This is an optimization exercise on Yosys and OpenROAD, whose aim is small area, not a production implementation.
In this exercise RTL edits were held to simulation tests only and were not proved equivalent to the original.
Power is estimated from default activity; no workload was simulated.

<file path="design/flow/config.mk">
export PLATFORM = sky130hd
export DESIGN_NAME = top_park
export DESIGN_NICKNAME = top_park
export VERILOG_FILES = /design/flow/design.v
export SDC_FILE = /design/flow/constraint.sdc
export NUM_CORES = 4
export LEC_CHECK = 0
export CAP_MARGIN = 20
export CORE_MARGIN = 2
export CORE_UTILIZATION = 40
export SLEW_MARGIN = 20
</file>
<file path="design/flow/constraint.sdc">
create_clock -name core_clock -period 10.0 [get_ports {clk_50MHz}]
set_input_delay 2.0000 -clock core_clock [delete_from_list [all_inputs] [get_ports {clk_50MHz}]]
set_output_delay 2.0000 -clock core_clock [all_outputs]
set_load 0.01 [all_outputs]
</file>
<file path="design/flow/design.v">
module clock_divider(
    input clk_50MHz,
    input reset,
    output reg clk_1Hz,
    output tick          
);
    parameter DIV = 7;   
    reg [2:0] counter;
    assign tick = (counter == DIV) && !clk_1Hz;
    always @(posedge clk_50MHz or posedge reset) begin
        if (reset) begin
            counter <= 0;
            clk_1Hz <= 0;
        end
        else begin
            if (counter == DIV) begin
                counter <= 0;
                clk_1Hz <= ~clk_1Hz;
            end
            else begin
                counter <= counter + 1;
            end
        end
    end
endmodule
module debounce(
    input clk_1Hz,        
    input reset,
    input button_in,      
    output reg button_out  
);
parameter MAX_COUNT = 3;  
reg [1:0] counter;
reg btn_stable;
always @(posedge clk_1Hz or posedge reset) begin
    if (reset) begin
        counter <= 0;
        btn_stable <= 1'b0;
        button_out <= 1'b0;
    end
    else begin
    if (button_in == 1'b0) begin   
        if (counter < MAX_COUNT) begin
            counter <= counter + 1;
        end
        else begin
            btn_stable <= 1'b1;   
        end
    end
    else begin   
        counter <= 0;
        btn_stable <= 1'b0;   
    end
    button_out <= btn_stable;  
    end
end
endmodule
module parking_fsm(
    input clk,
    input tick,                
    input reset,
    input [4:0] token_input,   
    input entry_sensor,
    input exit_sensor,
    input entry_btn,
    input exit_btn,
    output reg [6:0] HEX0, HEX1, HEX2, HEX3, HEX4, HEX5,   
    output reg [3:0] state,      
    output reg [4:0] token_code   
);
parameter WAIT        = 4'b0000;
parameter ENTRY       = 4'b0001;
parameter TOKEN_STATE = 4'b0010;
parameter OPEN_ENTRY  = 4'b0011;
parameter CLOSE_ENTRY = 4'b0100;
parameter EXIT        = 4'b0101;
parameter OPEN_EXIT   = 4'b0110;
parameter CLOSE_EXIT  = 4'b0111;
parameter ERROR_CODE  = 4'b1000;
reg [4:0] slots_available;   
reg [4:0] slots_used;
wire [4:0] total_slots = 5'd9;
reg [2:0] timer_count;
reg [4:0] lfsr;
reg [4:0] stored_tokens [0:8];   
reg token_valid;
reg [2:0] token_attempts;   
parameter S_0 = 7'b1000000;   
parameter S_1 = 7'b1111001;   
parameter S_2 = 7'b0100100;   
parameter S_3 = 7'b0110000;   
parameter S_4 = 7'b0011001;   
parameter S_5 = 7'b0010010;   
parameter S_6 = 7'b0000010;   
parameter S_7 = 7'b1111000;   
parameter S_8 = 7'b0000000;   
parameter S_9 = 7'b0010000;   
parameter S_P = 7'b0001100;   
parameter S_R = 7'b0101111;   
parameter S_E = 7'b0000110;   
parameter S_S = 7'b0010010;   
parameter S_O = 7'b1000000;   
parameter S_N = 7'b0101011;   
parameter S_C = 7'b1000110;   
parameter S_L = 7'b1000111;   
parameter S_A = 7'b0001000;   
parameter S_D = 7'b0100001;   
parameter S_U = 7'b1000001;   
parameter S_T = 7'b0000111;   
parameter S_BLANK = 7'b1111111;  
integer i;
always @(posedge clk or posedge reset) begin
    if (reset) begin
        state <= WAIT;
        timer_count <= 3'd0;
        slots_available <= 5'd9;
        slots_used <= 5'd0;
        lfsr <= 5'b00001;
        token_code <= 5'b00001;
        token_attempts <= 0;
        for (i = 0; i < 9; i = i + 1) begin
            stored_tokens[i] <= 5'b00000;   
        end
    end
    else if (tick) begin
        case (state)
            WAIT: begin
                timer_count <= 3'd0;
                token_attempts <= 0;
                if (entry_sensor && (slots_available > 0)) begin
                    state <= ENTRY;
                end
                else if (exit_sensor && (slots_used > 0)) begin
                    state <= EXIT;
                end
            end
            ENTRY: begin
                if (!entry_sensor) begin
                    state <= WAIT;
                end
                else if (entry_btn) begin
                lfsr <= {lfsr[3:0], lfsr[4] ^ lfsr[2]};
                if (lfsr == 5'b00000) lfsr <= 5'b00001;   
                    state <= TOKEN_STATE;
                end
            end
            TOKEN_STATE: begin
                token_valid = 1'b1;
                if (stored_tokens[0] == lfsr) token_valid = 1'b0;
                if (stored_tokens[1] == lfsr) token_valid = 1'b0;
                if (stored_tokens[2] == lfsr) token_valid = 1'b0;
                if (stored_tokens[3] == lfsr) token_valid = 1'b0;
                if (stored_tokens[4] == lfsr) token_valid = 1'b0;
                if (stored_tokens[5] == lfsr) token_valid = 1'b0;
                if (stored_tokens[6] == lfsr) token_valid = 1'b0;
                if (stored_tokens[7] == lfsr) token_valid = 1'b0;
                if (stored_tokens[8] == lfsr) token_valid = 1'b0;
                if (token_valid) begin
                    token_code <= lfsr;
                    if (timer_count < 3'd2) begin
                        timer_count <= timer_count + 1;
                    end
                    else begin
                        timer_count <= 3'd0;
                        state <= OPEN_ENTRY;
                    end
                end
                else if (token_attempts >= 3'd7) begin
                    state <= ERROR_CODE;
                    token_attempts <= 0;
                end
                else begin
                    token_attempts <= token_attempts + 1;
                end
            end
            OPEN_ENTRY: begin
                if (timer_count < 3'd5) begin
                    timer_count <= timer_count + 1;
                end
                else begin
                    timer_count <= 3'd0;
                    state <= CLOSE_ENTRY;
                end
            end
            CLOSE_ENTRY: begin
                if (timer_count < 3'd5) begin
                    timer_count <= timer_count + 1;
                end
                else begin
                    timer_count <= 3'd0;
                    slots_available <= slots_available - 1;
                    slots_used <= slots_used + 1;
                    if (stored_tokens[0] == 5'b00000) stored_tokens[0] <= token_code;
                    else if (stored_tokens[1] == 5'b00000) stored_tokens[1] <= token_code;
                    else if (stored_tokens[2] == 5'b00000) stored_tokens[2] <= token_code;
                    else if (stored_tokens[3] == 5'b00000) stored_tokens[3] <= token_code;
                    else if (stored_tokens[4] == 5'b00000) stored_tokens[4] <= token_code;
                    else if (stored_tokens[5] == 5'b00000) stored_tokens[5] <= token_code;
                    else if (stored_tokens[6] == 5'b00000) stored_tokens[6] <= token_code;
                    else if (stored_tokens[7] == 5'b00000) stored_tokens[7] <= token_code;
                    else if (stored_tokens[8] == 5'b00000) stored_tokens[8] <= token_code;
                    state <= WAIT;
                end
            end
            EXIT: begin
                timer_count <= 3'd0;
                if (exit_btn && exit_sensor) begin
                    token_valid = 1'b0;
                    if (stored_tokens[0] == token_input && token_input != 5'b00000) begin
                        token_valid = 1'b1;
                        stored_tokens[0] <= 5'b00000;
                    end
                    else if (stored_tokens[1] == token_input && token_input != 5'b00000) begin
                        token_valid = 1'b1;
                        stored_tokens[1] <= 5'b00000;
                    end
                    else if (stored_tokens[2] == token_input && token_input != 5'b00000) begin
                        token_valid = 1'b1;
                        stored_tokens[2] <= 5'b00000;
                    end
                    else if (stored_tokens[3] == token_input && token_input != 5'b00000) begin
                        token_valid = 1'b1;
                        stored_tokens[3] <= 5'b00000;
                    end
                    else if (stored_tokens[4] == token_input && token_input != 5'b00000) begin
                        token_valid = 1'b1;
                        stored_tokens[4] <= 5'b00000;
                    end
                    else if (stored_tokens[5] == token_input && token_input != 5'b00000) begin
                        token_valid = 1'b1;
                        stored_tokens[5] <= 5'b00000;
                    end
                    else if (stored_tokens[6] == token_input && token_input != 5'b00000) begin
                        token_valid = 1'b1;
                        stored_tokens[6] <= 5'b00000;
                    end
                    else if (stored_tokens[7] == token_input && token_input != 5'b00000) begin
                        token_valid = 1'b1;
                        stored_tokens[7] <= 5'b00000;
                    end
                    else if (stored_tokens[8] == token_input && token_input != 5'b00000) begin
                        token_valid = 1'b1;
                        stored_tokens[8] <= 5'b00000;
                    end
                    if (token_valid) begin
                        state <= OPEN_EXIT;
                    end
                    else begin
                        state <= ERROR_CODE;
                    end
                end
                else if (!exit_sensor) begin
                    state <= WAIT;
                end
            end
            OPEN_EXIT: begin
                if (timer_count < 3'd5) begin
                    timer_count <= timer_count + 1;
                end
                else begin
                    timer_count <= 3'd0;
                    state <= CLOSE_EXIT;
                end
            end
            CLOSE_EXIT: begin
                if (timer_count < 3'd5) begin
                    timer_count <= timer_count + 1;
                end
                else begin
                    timer_count <= 3'd0;
                    slots_available <= slots_available + 1;
                    slots_used <= slots_used - 1;
                    state <= WAIT;
                end
            end
            ERROR_CODE: begin
                if (timer_count < 3'd3) begin
                    timer_count <= timer_count + 1;
                end
                else begin
                    timer_count <= 3'd0;
                    state <= WAIT;
                end
            end
            default: state <= WAIT;
        endcase
    end
end
always @(*) begin
    case (state)
        WAIT: begin
            HEX0 = (slots_used == 0) ? S_0 : 
                  (slots_used == 1) ? S_1 :
                  (slots_used == 2) ? S_2 :
                  (slots_used == 3) ? S_3 :
                  (slots_used == 4) ? S_4 :
                  (slots_used == 5) ? S_5 :
                  (slots_used == 6) ? S_6 :
                  (slots_used == 7) ? S_7 :
                  (slots_used == 8) ? S_8 : S_9;
            HEX1 = S_BLANK;
            HEX2 = (slots_available == 0) ? S_0 : 
                  (slots_available == 1) ? S_1 :
                  (slots_available == 2) ? S_2 :
                  (slots_available == 3) ? S_3 :
                  (slots_available == 4) ? S_4 :
                  (slots_available == 5) ? S_5 :
                  (slots_available == 6) ? S_6 :
                  (slots_available == 7) ? S_7 :
                  (slots_available == 8) ? S_8 : S_9;
            HEX3 = S_BLANK;
            HEX4 = S_BLANK;
            HEX5 = (total_slots == 0) ? S_0 : 
                  (total_slots == 1) ? S_1 :
                  (total_slots == 2) ? S_2 :
                  (total_slots == 3) ? S_3 :
                  (total_slots == 4) ? S_4 :
                  (total_slots == 5) ? S_5 :
                  (total_slots == 6) ? S_6 :
                  (total_slots == 7) ? S_7 :
                  (total_slots == 8) ? S_8 : S_9;
        end
        ENTRY: begin
            HEX5 = S_P;
            HEX4 = S_R;
            HEX3 = S_E;
            HEX2 = S_S;
            HEX1 = S_S;
            HEX0 = S_BLANK;
        end
        TOKEN_STATE: begin
            HEX0 = (token_code[0]) ? S_1 : S_0;
            HEX1 = (token_code[1]) ? S_1 : S_0;
            HEX2 = (token_code[2]) ? S_1 : S_0;
            HEX3 = (token_code[3]) ? S_1 : S_0;
            HEX4 = (token_code[4]) ? S_1 : S_0;
            HEX5 = S_BLANK;
        end
        OPEN_ENTRY: begin
            HEX5 = S_O;
            HEX4 = S_P;
            HEX3 = S_E;
            HEX2 = S_N;
            HEX1 = S_1;
            HEX0 = S_BLANK;
        end
        CLOSE_ENTRY: begin
            HEX5 = S_C;
            HEX4 = S_L;
            HEX3 = S_O;
            HEX2 = S_S;
            HEX1 = S_E;
            HEX0 = S_BLANK;
        end
        EXIT: begin
            HEX5 = S_E;
            HEX4 = S_N;
            HEX3 = S_T;
            HEX2 = S_E;
            HEX1 = S_R;
            HEX0 = S_BLANK;
        end
        OPEN_EXIT: begin
            HEX5 = S_O;
            HEX4 = S_P;
            HEX3 = S_E;
            HEX2 = S_N;
            HEX1 = S_2;
            HEX0 = S_BLANK;
        end
        CLOSE_EXIT: begin
            HEX5 = S_C;
            HEX4 = S_L;
            HEX3 = S_O;
            HEX2 = S_S;
            HEX1 = S_E;
            HEX0 = S_BLANK;
        end
        ERROR_CODE: begin
            HEX5 = S_E;
            HEX4 = S_R;
            HEX3 = S_R;
            HEX2 = S_O;
            HEX1 = S_R;
            HEX0 = S_BLANK;
        end
        default: begin
            HEX0 = S_BLANK;
            HEX1 = S_BLANK;
            HEX2 = S_BLANK;
            HEX3 = S_BLANK;
            HEX4 = S_BLANK;
            HEX5 = S_BLANK;
        end
    endcase
end
endmodule
module top_park(
    input clk_50MHz,
    input reset,
    input [4:0] token_input,   
    input entry_sensor,
    input exit_sensor,
    input entry_btn_raw,       
    input exit_btn_raw,        
    output [6:0] HEX0, HEX1, HEX2, HEX3, HEX4, HEX5,   
    output [3:0] state,        
    output [4:0] token_code    
);
wire clk_1Hz;
wire tick_1Hz;
wire entry_btn_db;
wire exit_btn_db;
clock_divider clk_div (
    .clk_50MHz(clk_50MHz),
    .reset(reset),
    .clk_1Hz(clk_1Hz),
    .tick(tick_1Hz)
);
debounce db_entry (
    .clk_1Hz(clk_50MHz),
    .reset(reset),
    .button_in(entry_btn_raw),
    .button_out(entry_btn_db)
);
debounce db_exit (
    .clk_1Hz(clk_50MHz),
    .reset(reset),
    .button_in(exit_btn_raw),
    .button_out(exit_btn_db)
);
parking_fsm parking_system (
    .clk(clk_50MHz),
    .tick(tick_1Hz),
    .reset(reset),
    .token_input(token_input),
    .entry_sensor(~entry_sensor),
    .exit_sensor(~exit_sensor),
    .entry_btn(entry_btn_db),
    .exit_btn(exit_btn_db),
    .HEX0(HEX0),
    .HEX1(HEX1),
    .HEX2(HEX2),
    .HEX3(HEX3),
    .HEX4(HEX4),
    .HEX5(HEX5),
    .state(state),
    .token_code(token_code)
);
endmodule
</file>
<file path="design/flow/run.sh">
#!/bin/bash
# synth_recipe.tcl (not shown) runs the flow's synth.tcl, then flattens the netlist and writes it again
# the make line also repeats each setting of config.mk as NAME=value (left out here)
make -C /OpenROAD-flow-scripts/flow DESIGN_CONFIG=/design/flow/config.mk WORK_HOME=/design/flow/orfs CLKGATE_MAP_FILE= SYNTH_SCRIPT=/design/flow/synth_recipe.tcl finish
</file>
==> run summary <==
[layout by cell type (no fill, tap or decap), types with 9 or more instances in the layout]
cell | Yosys | layout
nand2_1 | 76 | 76
nor2_1 | 52 | 52
dfrtp_1 | 83 | 83
clkbuf_16 | 0 | 9
xnor2_1 | 70 | 70
a21oi_1 | 21 | 21
ha_1 | 17 | 17
clkdlybuf4s50_1 | 0 | 61
inv_1 | 18 | 17
mux2_2 | 45 | 45
o21ai_0 | 32 | 32
nand3_1 | 33 | 33
xor2_1 | 35 | 35
o22ai_1 | 10 | 10
nor3_1 | 27 | 27
[power by group through the flow]
stage / clock, W / sequential, W / combinational [W]
6_report: 0.000352 / 0.000360 / 0.0000399
5_1_grt: 0.000378 / 0.000361 / 0.0000458
4_1_cts: 0.000362 / 0.000360 / 0.0000407
3_5_place_dp: 0 / 0.000367 / 0.0000404
3_3_place_gp: 0 / 0.000367 / 0.0000385
2_1_floorplan: 0 / 0.000366 / 0.0000303
[how the worst min path moves through the flow]
stage | end | cells past startpoint
6_report | db_entry.button_out | 0
5_1_grt | db_entry.button_out | 0
4_1_cts | db_entry.button_out | 0
3_5_place_dp | db_entry.button_out | 0
3_3_place_gp | db_entry.button_out | 0
2_1_floorplan | db_entry.button_out | 0
[state kept, by name, summed over array words and instances (netlist names), 4 cells and up]
signal	cells
parking_system.state	4
parking_system.slots_used	5
parking_system.lfsr	5
parking_system.stored_tokens	45
parking_system.token_code	5
parking_system.slots_available	5
[routing by layer]
metal	share of wire, %	global-route usage, %
met3	3.2	2.922
met4	2.3	8.662
met2	50	36.65
met1	45	26.98
met5	0	0
[layout make-up]
| cell class | instances | area share, % |
|---|---|---|
| inverters | 20 | 1.069 |
| clock buffers | 11 | 3.401 |
| flip-flops and latches | 87 | 30.57 |
| repair buffers | 64 | 8.922 |
| clock inverters | 5 | 0.9115 |
| well taps | 188 | 3.295 |
| multi-input cells | 534 | 51.83 |
[worst max-delay path, delay by kind of cell (launching register included)]
family / cells / cell delay [ps]
DFF: 1 / 660
and+or+nand+nor: 2 / 970
AOI/OAI and AO/OA: 2 / 400
buffers and inverters: 2 / 810
[metrics by stage]
stage	area (um2)	utilization [%]	cells	power (W)	hold WS [ps]
final	7138	47.13	909	0.0007524	377.4
after global routing	7138	47.13	909	0.0007844	384.9
after CTS	7126	47.05	909	0.0007635	380.9
after detailed placement	6818	45.01	893	0.0004075	365.3
after global placement	6818	45.01	893	0.0004051	367.8
after floorplan	6155	-	680	0.0003965	354.3
[kinds of logic (layout without fill, tap and decap cells)]
group                      count (synthesis)  after routing  share of synthesized area [%]
AOI/OAI and AO/OA                        111            111                          11.85
xor gates and xnor gates                 105            105                          14.94
adders and majority gates                 17             17                          3.456
buffers and inverters                     59            100                          4.676
DFF                                       87             87                          35.45
muxes                                     56             56                          10.43
and+or+nand+nor                          245            245                          19.19
==> impl_metrics.toml <==
[status]
status = "complete, no violations"

[drt]
final_antenna_net_count = 0
routed_via_density = 5.647
vias = 5133
drtPass1Iterations = 5
drt-total-wl_um = 16850
drt-initial-drc-count = 398
post_drt_wl_per_cell_um = 18.53
drc_errors = 0

[sta]
slew-limit-headroom_pct = 40.81
grt_setup_unrepaired = "no"
setup_tns_ps = 0
layout_setup_ws_ps = 4819
setup_viol = 0
hold_viol = 0
clock_skew_ps = 6.260
fin_crit_ps = 5181
slew_viol_final = 0
tightest_slew_ps = 879.7
post-route-period-util_pct = 51.81
fmax_mhz = 193.0

[logic_synthesis]
ys_warn_count = 4
ys_ff_latch = 87
synth_edf_count = 0
synth.top_cells.by_area = "dfrtp_1, xnor2_1, mux2_2"
synth_area_mm2 = 0.006155
synth.most_common_cell = "dfrtp_1"
yosysTopAreaCellShare_pct = 33.75
synth_common_cells = "dfrtp_1, nand2_1, xnor2_1"
synth_top_cell_by_area = "dfrtp_1"
yosysSeqAreaShare_pct = 35.45
yosys.cell_types.count = 66
syn_area_per_cell_um2 = 9.051
postSynthCellCount = 680
postSynth.asyncResetShare_pct = 100.0
synth_fp_nets = 708
synth_ff_type = "dfrtp_1"

[global_route]
grt_usage_pct = 21.28
antenna_found_initial = 0
grt_max_degree = 88
grt_overflow = 0
grt_pass1_vias = 5032
grt_first_pass_wirelength_um = 27240

[critical_path]
path_max_fanout = 24
arrival_ps = 3180
crit_start = "parking_system.state[3]"
end_kind = "primary output"
path_cells = "nor4_1 > buf_4 > nand2_1 > o21ai_0 > o21bai_1 > clkdlybuf4s50_1"
r2r-start = "parking_system.state[3]"
path_class = "reg2out"
crit_required_ps = 8000
reg2reg_depth = 6
cp-start-kind = "flip-flop"
critPathMaxStageDelay_ps = 880
cp_slowest_cell = "nor4_1"
reg2reg_setup_slack_ps = 6480
crit_end = "HEX0[3]"
reg2reg_to = "parking_system.stored_tokens[8][3]"

[floorplanning]
fp.dieH_um = 128.0
core_area_mm2 = 0.01515
rows = 45
die_x_um = 128.0
die_area_mm2 = 0.01639
start_util_pct = 40.64
io_pins = 62

[power_and_ir_drop]
p_int_w = 0.0005756
swShare_pct = 23.50
p_per_area_mw_per_mm2 = 105.4
power_frac_seq_pct = 47.9
switchingPower_w = 0.0001768
power_frac_comb_pct = 5.3
leakage_nw = 3.081
ir_drop_uv = 65.60
clock_power_share_pct = 46.8

[placed_design]
dp_slack_ps = 4879
gp_congestion = 0.8749
dpl.hpwl_um = 12170
place.port_buffers = 61

[layout]
fillCellCount = 1420
area_growth_pct = 15.98
diodes = 0
final_nets = 744
seq_area_mm2 = 0.002182
drive_gt1_share_pct = 11.79
multi_input_area_mm2 = 0.003700

[clocking]
cts_tree = "done"
htree_levels = 3
cts.hold.buffers_added = 0
cts-resized-gates = 0
cts_setup_buffers = 0
clock_path_buffers = 2
clock_sinks = 87
cts_root_buf = "clkbuf_16"
clk_pin_slew_ps = 60
numCtsBuffers = 9
clk_latency_ps = 350

[run]
drv_cap = 0

[hold_path]
worstHoldStart = "db_entry.btn_stable"
hold_class = "reg2reg"

-- port drivers added, routing unchanged --
In the flow no input, the clock included, has a driving cell. The finished layout below was timed again as built, in two steps.
Step 1 assumes that a clkbuf_16 drives the clock port and a buf_2 every other input.
Step 2, shift: input delay + t, output delay - t, t = (earliest + latest rising clock arrival at the registers) / 2. This alone moves slack from input paths to output paths.
a / b / c = ideal ports / drivers / drivers and shift; a / b = the first two.
t, ns: 0.388
slack for setup (ns): 4.819 / 4.777 / 4.856
worst hold slack (ns): 0.377 / 0.377 / 0.377
worst register clock-pin slew, ns: 0.07 / 0.07
worst data-port slew with drivers (ns): 0.04
After both steps this run still meets setup and hold. For this run, drivers alone change the setup slack by -0.042 ns; drivers and shift together by +0.037 ns.
